Background: an optimization exercise with open tools, aiming at small area. Do not read the settings as production practice. Function was checked by simulation only, so behaviour that the tests miss may differ from the original. The clock port is modelled as an ideal driver, which makes a skipped or thinned clock tree look cheaper than it is; a real chip needs a root buffer or a tree. Power and IR drop assume default switching activity.

// ping_pong
module ping_pong(Ox,Oy,sysclk,rst,p1b1,p1b2,p2b1,p2b2,divclk,divclk2,divclk3,DA,D1,D2,Dt1,Dt2);
    input sysclk;
    input rst;
    input p1b1;
    input p1b2;
    input p2b1;
    input p2b2;
    output [7:0] Ox;
    output [7:0] Oy;
    output [6:0] DA;
    output D1, D2;
    output Dt1, Dt2;
    output divclk, divclk2, divclk3;
    assign Dt1 = 1'b1;
    assign Dt2 = 1'b1;
    wire rise1, rise2, rise3, u, ball_on, paddle_on1, paddle_on2, p;
    wire [2:0] P1, P2, X, Y;
    wire [3:0] sc1, sc2;
    timebase tb(sysclk, rst, divclk, divclk2, divclk3, rise1, rise2, rise3);
    phase ph(sysclk, rst, rise3, u, ball_on, paddle_on1, paddle_on2, p, D1, D2);
    paddles pd(sysclk, rst, rise2, p1b1, p1b2, p2b1, p2b2, P1, P2);
    ballst bl(sysclk, rst, rise1 & u, P1, P2, X, Y, sc1, sc2);
    matrix mx(ball_on, paddle_on1, X, Y, P1, P2, Ox, Oy);
    segs sg(p, sc1, sc2, DA);
endmodule
clock: 14.0 ns
lec_check: 0
cap_margin: 20
core_margin: 2
core_utilization: 60
gpl_timing_driven: 0
slew_margin: 20
standard.sh (not shown) runs the stock make flow with config.mk's settings and CLKGATE_MAP_FILE= SYNTH_SCRIPT=/design/flow/synth_recipe.tcl, a recipe that flattens the netlist after the stock synthesis.
==> flow/flow/run.sh <==
#!/bin/bash
# Own layout flow: the standard ORFS flow (standard.sh, on a copy of the
# ORFS scripts) with these changes:
#  - synthesis: ABC maps the logic with an area-oriented script
#    (flow/abc_area.script) instead of ORFS's speed script, and no half/full
#    adder cells are extracted, so ABC optimises adder logic with the rest.
#    Register inference, flattening and renaming are the standard synthesis's.
#  - placement: ports are buffered with buf_1.
#  - CTS: flow/manual_cts.tcl replaces clock_tree_synthesis: the clock port
#    drives one root clkbuf_2, which drives N leaf clkbuf_4s, each at the centre
#    of an equal-size cluster of registers; N is the smallest from 4 to 8 whose
#    estimated register clock-pin slew is at most 100 ps. Every register gets
#    its clock through the same two buffer levels. The rest of the CTS step
#    (placement legalisation, timing repair) and everything after it is
#    unchanged.
# The make output goes to flow_make.log and each ORFS step's log to orfs/logs/.
set -euo pipefail
W=$(pwd)
SD=$W/scripts
rm -rf $SD
cp -r "$FLOW_HOME/scripts" $SD
# synth.tcl with the ABC script replaced right after the preamble
awk -v abc="$W/flow/abc_area.script" '{print} /^source .*synth_preamble.tcl/ {print "set abc_args [list -script " abc " {*}$lib_args {*}$lib_dont_use_args -constr $::env(OBJECTS_DIR)/abc.constr]"}' \
    "$FLOW_HOME/scripts/synth.tcl" > $SD/synth.tcl
grep -q "flow/abc_area.script" $SD/synth.tcl
# cts.tcl with the hand-built clock tree in place of clock_tree_synthesis
awk -v m="$W/flow/manual_cts.tcl" '/^log_cmd clock_tree_synthesis/ {print "source " m; print "manual_cts sysclk sky130_fd_sc_hd__clkbuf_2 sky130_fd_sc_hd__clkbuf_4 4 8 0.100"; print "set_propagated_clock [all_clocks]"; next} {print}' \
    "$FLOW_HOME/scripts/cts.tcl" > $SD/cts.tcl
grep -q "^manual_cts " $SD/cts.tcl
bash $W/standard.sh SCRIPTS_DIR=$SD ADDER_MAP_FILE= \
    "BUFFER_PORTS_ARGS=-buffer_cell sky130_fd_sc_hd__buf_1" finish > $W/flow_make.log 2>&1
==> flow/flow/abc_area.script <==
strash
drf
fraig
dch -f
fraig
drw
resub
dc2
resub -K 8 -z
dc2 -b
dch -f
amap -F 50 -A 50
topo
Other scripts of this flow, unchanged in this note and not shown: flow/flow/manual_cts.tcl
The first run passed the timing, DRC and antenna checks.
==> next run, changes <==
- GPL_TIMING_DRIVEN: 0 -> default
Result:
- The changed run finished clean
- worst hold slack stays flat
- flip-flop and latch count stays the same
- sequential power hardly moves
==> next run, changes <==
--- a/flow/flow/run.sh
+++ b/flow/flow/run.sh
@@ -30 +30 @@
-bash $W/standard.sh SCRIPTS_DIR=$SD ADDER_MAP_FILE= \
+bash $W/standard.sh SCRIPTS_DIR=$SD ADDER_MAP_FILE= SYNTH_INSBUF=0 \
--- a/flow/flow/abc_area.script
+++ b/flow/flow/abc_area.script
@@ -1,0 +2,3 @@
+&get -n
+&deepsyn -T 15
+&put
- GPL_TIMING_DRIVEN: default -> 0
=> Clock power went down by about 2%; worst hold slack stays flat; global-route usage went down by 0.19 points; via count climbs by 2.7%; wire length barely changes.
In every run of this note, the design's own scripts or RTL, not TritonCTS, make the clock network.

* * *

## old
Another version of the RTL of ping_pong (not shown whole).
For scale: ~300 cells after synthesis, roughly 40 flip-flops, ~36 I/O pins, ~0.0021 mm2 of cells after synthesis.
clock: 14.0 ns
lec_check: 0
cap_margin: 20
core_margin: 2
core_utilization: 55
slew_margin: 20
==> flow/flow/run.sh <==
#!/bin/bash
# Own layout flow: the standard ORFS flow, with two synthesis changes and one
# placement change:
#  - ABC maps the logic with an area-oriented script (flow/abc_area.script)
#    instead of ORFS's speed script; the clock period is long, so timing is not at risk;
#  - no extraction of half/full adder cells, so ABC can optimise the adder logic
#    together with the rest;
#  - ports are buffered with buf_1 rather than the default buffer choice.
# Everything else (register inference, flattening, renaming, floorplan, PDN,
# placement, CTS, routing) is the standard flow, run through standard.sh.
set -euo pipefail
W=$(pwd)
S=$W/mysynth
mkdir -p $S
# synth.tcl as ORFS has it, with the ABC script replaced right after the preamble
awk -v abc="$W/flow/abc_area.script" '{print} /^source .*synth_preamble.tcl/ {print "set abc_args [list -script " abc " {*}$lib_args {*}$lib_dont_use_args -constr $::env(OBJECTS_DIR)/abc.constr]"}' \
    "$FLOW_HOME/scripts/synth.tcl" > $S/synth.tcl
grep -q "flow/abc_area.script" $S/synth.tcl
# synth_recipe.tcl, sourcing the patched synth.tcl
sed "s#\$::env(SCRIPTS_DIR)/synth.tcl#$S/synth.tcl#" $W/synth_recipe.tcl > $S/synth_recipe.tcl
grep -q "$S/synth.tcl" $S/synth_recipe.tcl
bash $W/standard.sh SYNTH_SCRIPT=$S/synth_recipe.tcl ADDER_MAP_FILE= \
    "BUFFER_PORTS_ARGS=-buffer_cell sky130_fd_sc_hd__buf_1" \
    "CTS_ARGS=-sink_clustering_enable -repair_clock_nets -dont_use_dummy_load -sink_clustering_size 40 -sink_clustering_max_diameter 300 -buf_list sky130_fd_sc_hd__clkbuf_4 -root_buf sky130_fd_sc_hd__clkbuf_4" finish > $W/flow_make.log 2>&1
==> flow/flow/abc_area.script <==
strash
fraig
dc2
balance
rewrite -z
refactor -z
rewrite -z
dch -f
amap
topo
Here is what was changed in the inputs of new compared with old.
Settings: CORE_UTILIZATION: 55 -> 40.
--- a/flow/flow/run.sh
+++ b/flow/flow/run.sh
@@ -23,2 +23,2 @@
     "BUFFER_PORTS_ARGS=-buffer_cell sky130_fd_sc_hd__buf_1" \
-    "CTS_ARGS=-sink_clustering_enable -repair_clock_nets -dont_use_dummy_load -sink_clustering_size 40 -sink_clustering_max_diameter 300 -buf_list sky130_fd_sc_hd__clkbuf_4 -root_buf sky130_fd_sc_hd__clkbuf_4" finish > $W/flow_make.log 2>&1
+    "CTS_ARGS=-sink_clustering_enable -repair_clock_nets -dont_use_dummy_load -sink_clustering_size 40 -sink_clustering_max_diameter 300 -buf_list sky130_fd_sc_hd__clkbuf_8 -root_buf sky130_fd_sc_hd__clkbuf_8" finish > $W/flow_make.log 2>&1
## What came out
new | stages: all done | timing, DRC, antenna: all pass. ~same minimum period implied by the final worst setup slack in old and new. Row global routing usage on met2: new lower / old higher. Total power (old / new): 0.923. new vs. old: flip-flop and latch share of the layout cell area -0.86 points; wire length moved up; final instance area higher.

==> port drivers added, routing unchanged <==
In the flow no input, the clock included, has a driving cell. The finished layouts below were timed again as built, in two steps. Step 1 (the two cells are an assumption about what drives the block):
set clk [get_ports {sysclk}]
set_driving_cell -lib_cell sky130_fd_sc_hd__clkbuf_16 $clk
set_driving_cell -lib_cell sky130_fd_sc_hd__buf_2 [delete_from_list [all_inputs] $clk]
Step 2 times the ports against the registers' clock, not the clock port: input delays grow and output delays shrink by t, the midpoint of the rising clock arrivals with the driver on. Slacks: ideal / step 1 / step 2; pairs: ideal / step 1.
run	t (ns)	setup WS [ns]	worst slew at a driven data input, ns
the first run of note 1	0.379	8.652 / 8.628 / 9.007	0.03
the second run of note 1	0.400	8.731 / 8.708 / 9.108	0.03
the third run of note 1	0.381	8.811 / 8.788 / 9.169	0.03
old	0.361	8.745 / 8.723 / 9.084	0.03
new	0.315	8.747 / 8.721 / 9.036	0.03
After both steps setup and hold are still met in every run listed.
